Context: an optimization exercise on an open-source flow, tuned for small area and a short achievable clock period. The choices shown serve that exercise and are no tape-out recipe. In this exercise RTL edits were held to simulation tests only and were not proved equivalent to the original.

Setup of build 24:
## notch_filter
module notch_filter #(
    parameter int DATA_WIDTH = 16
)(
    input  logic                    clk,
    input  logic                    rst_n,
    input  logic                    valid_i,
    input  logic signed [DATA_WIDTH-1:0] data_i,
    output logic                    valid_o,
    output logic signed [DATA_WIDTH-1:0] data_o
);
    logic [15:0] x;
    logic [31:0] s1, s2;
    logic [8:1] p;
    logic n80;
    logic n81;
    logic n82;
    logic n83;
    logic n84;
    logic n85;
    logic n86;
    logic n87;
    logic n88;
    logic n89;
    logic n90;
    logic n91;
    logic n92;
    logic n93;
    logic n94;
    logic n95;
    logic n96;
    logic n97;
    logic n98;
    logic n99;
    logic n100;
    logic n101;
    logic n102;
    logic n103;
    logic n104;
    logic n105;
    logic n106;
    logic n107;
    logic n108;
    logic n109;
    logic n110;
    logic n111;
    logic n112;
    logic n113;
    logic n114;
  ...
clock: 12.0 ns
lec_check: 0
cap_margin: 20
core_margin: 2
core_utilization: 40
cts_cluster_diameter: 80
cts_cluster_size: 24
slew_margin: 20
synth_hierarchical: 1
run.sh (not shown) runs the stock make flow with config.mk's settings and CLKGATE_MAP_FILE= SYNTH_SCRIPT=/design/flow/synth_recipe.tcl, a recipe that flattens the netlist after the stock synthesis.
Build 24 closes out successfully: all stages finished, all timing, DRC and antenna checks passed.
Relative to build 24, the following input files were edited for build 51:
Settings: changing CTS_CLUSTER_DIAMETER from 80 to 100; changing CTS_CLUSTER_SIZE from 24 to 30.
Looking at aggregate routed wire length, build 51 sits 1.3% lower than build 24 does. Wire length per cell after detailed routing: build 51 < build 24. Headroom to the max-slew limit for build 51: 0.79 points down relative to build 24. Build 51 reached the end of the flow, and the finished layout is clean on the timing, DRC and antenna checks. Build 24 did not stop at any stage, and its layout met the timing, DRC and antenna checks. Build 24 has lower number of fill cells than build 51.
The following lists how build 61 was set up differently from build 51:
Settings: CORE_UTILIZATION changed from 40 to 55; PLACE_DENSITY newly set to 0.7.
Findings:
Compared with build 51, build 61 shows a higher clock period minus worst slack.
Number of diodes added for antenna fixing essentially unchanged between build 61 and build 51.
Build 61 reached the end of the flow, and the finished layout is clean on the timing, DRC and antenna checks.
Compared with build 51, build 61 ends up with less cell area.

* * *

Another version of the RTL of notch_filter (not shown whole).
Size: ~250 flip-flops, about 36 I/O pins, ~13000 um2 of cells after synthesis.
Settings: LEC_CHECK=0, CAP_MARGIN=20, CORE_MARGIN=2, CORE_UTILIZATION=48, CTS_CLUSTER_DIAMETER=100, CTS_CLUSTER_SIZE=30, SLEW_MARGIN=20, SYNTH_HIERARCHICAL=1; clock period 12.0 ns.
Edit:
CORE_UTILIZATION = 35   (was 48)
After rerunning: Setup slack improves by 0.031 ns. Wire length hardly moves. Utilization drops by 14 points. Flip-flop and latch count does not change.

* * *

Setup of beta:
Another version of the RTL of notch_filter (not shown whole).
For scale: about 240 flip-flops, roughly 36 I/O pins, roughly 14000 um^2 of cells after synthesis.
Settings: LEC_CHECK=0, CAP_MARGIN=20, CORE_MARGIN=2, CORE_UTILIZATION=40, CTS_BUF_LIST=sky130_fd_sc_hd__clkbuf_8, CTS_CLUSTER_SIZE=30, SLEW_MARGIN=20; clock period 12.0 ns.
beta finished every stage and its layout cleared the timing, DRC and antenna checks.
### beta -> delta
- removing CTS_CLUSTER_SIZE (formerly 30)
- removing CTS_BUF_LIST (formerly sky130_fd_sc_hd__clkbuf_8)
==> comparison <==
- In the reports for beta and delta, the larger final routed wire length divided by cell count belongs to delta.
- NOTE total of clock buffers placed in the layout beta->delta decreased by more than a quarter
- When the final numbers for beta and delta were put side by side, the clock tree cell share of total cell area turned out to be greater in beta.
- On fraction of area in multi-input gates, beta and delta are basically level.
- The higher clock skew came out of beta.
- No stage failed in delta, and the final checks on the layout all came back clean.
- Diff beta -> delta: detailed-routed wire length on met3 shows no meaningful change.

* * *

the baseline:
Another version of the RTL of notch_filter (not shown whole).
Size: roughly 820 cells after synthesis, roughly 260 flip-flops, roughly 36 I/O pins.
Settings: LEC_CHECK=0, CAP_MARGIN=20, CORE_MARGIN=2, CORE_UTILIZATION=40, CTS_CLUSTER_DIAMETER=100, CTS_CLUSTER_SIZE=30, SLEW_MARGIN=20, SYNTH_HIERARCHICAL=1; clock period 12.0 ns.
The baseline went all the way through the flow, and no timing, DRC or antenna check failed.
Input changes introduced in the candidate (baseline for comparison: the baseline):
diff --git a/flow/config.mk b/flow/config.mk
--- a/flow/config.mk
+++ b/flow/config.mk
@@ -10,3 +10,3 @@
 export CORE_UTILIZATION = 40
-export CTS_CLUSTER_DIAMETER = 100
+export CTS_CLUSTER_DIAMETER = 150
 export CTS_CLUSTER_SIZE = 30
Results
First-pass GRT wire length: the candidate vs the baseline down about 0.6%. The candidate vs the baseline: signed area change from the synthesized netlist to the final layout down in the candidate. Between the baseline and the candidate, the summed area of non-filler cells in the final layout figures differ only marginally.

## port drivers added, routing unchanged
No port has a modelled driver above. Below, the same layouts with a new extraction and two added sets of constraints.
Step 1 (the two cells are an assumption about what drives the block):
set clk [get_ports {clk}]
set_driving_cell -lib_cell sky130_fd_sc_hd__clkbuf_16 $clk
set_driving_cell -lib_cell sky130_fd_sc_hd__buf_2 [delete_from_list [all_inputs] $clk]
Step 2 also shifts input and output timing later by t, the mid clock arrival at the registers, as if the neighbouring blocks saw the same clock.
Slacks: ideal / step 1 / step 2; pairs: ideal / step 1.
run | t, ns | slack for setup (ns) | worst data-port slew with drivers (ns)
build 24 | 0.538 | 6.824 / 6.781 / 6.837 | 0.04
build 51 | 0.525 | 6.826 / 6.799 / 6.826 | 0.04
build 61 | 0.524 | 6.778 / 6.778 / 6.778 | 0.04
the first run of note 2 | 0.520 | 7.100 / 7.100 / 7.100 | 0.04
the second run of note 2 | 0.530 | 7.131 / 7.118 / 7.131 | 0.04
beta | 0.581 | 6.542 / 6.542 / 6.542 | 0.04
delta | 0.585 | 6.525 / 6.525 / 6.525 | 0.04
the baseline | 0.536 | 7.258 / 7.258 / 7.258 | 0.04
the candidate | 0.537 | 7.272 / 7.272 / 7.272 | 0.04
After both steps setup and hold are still met in every run listed.
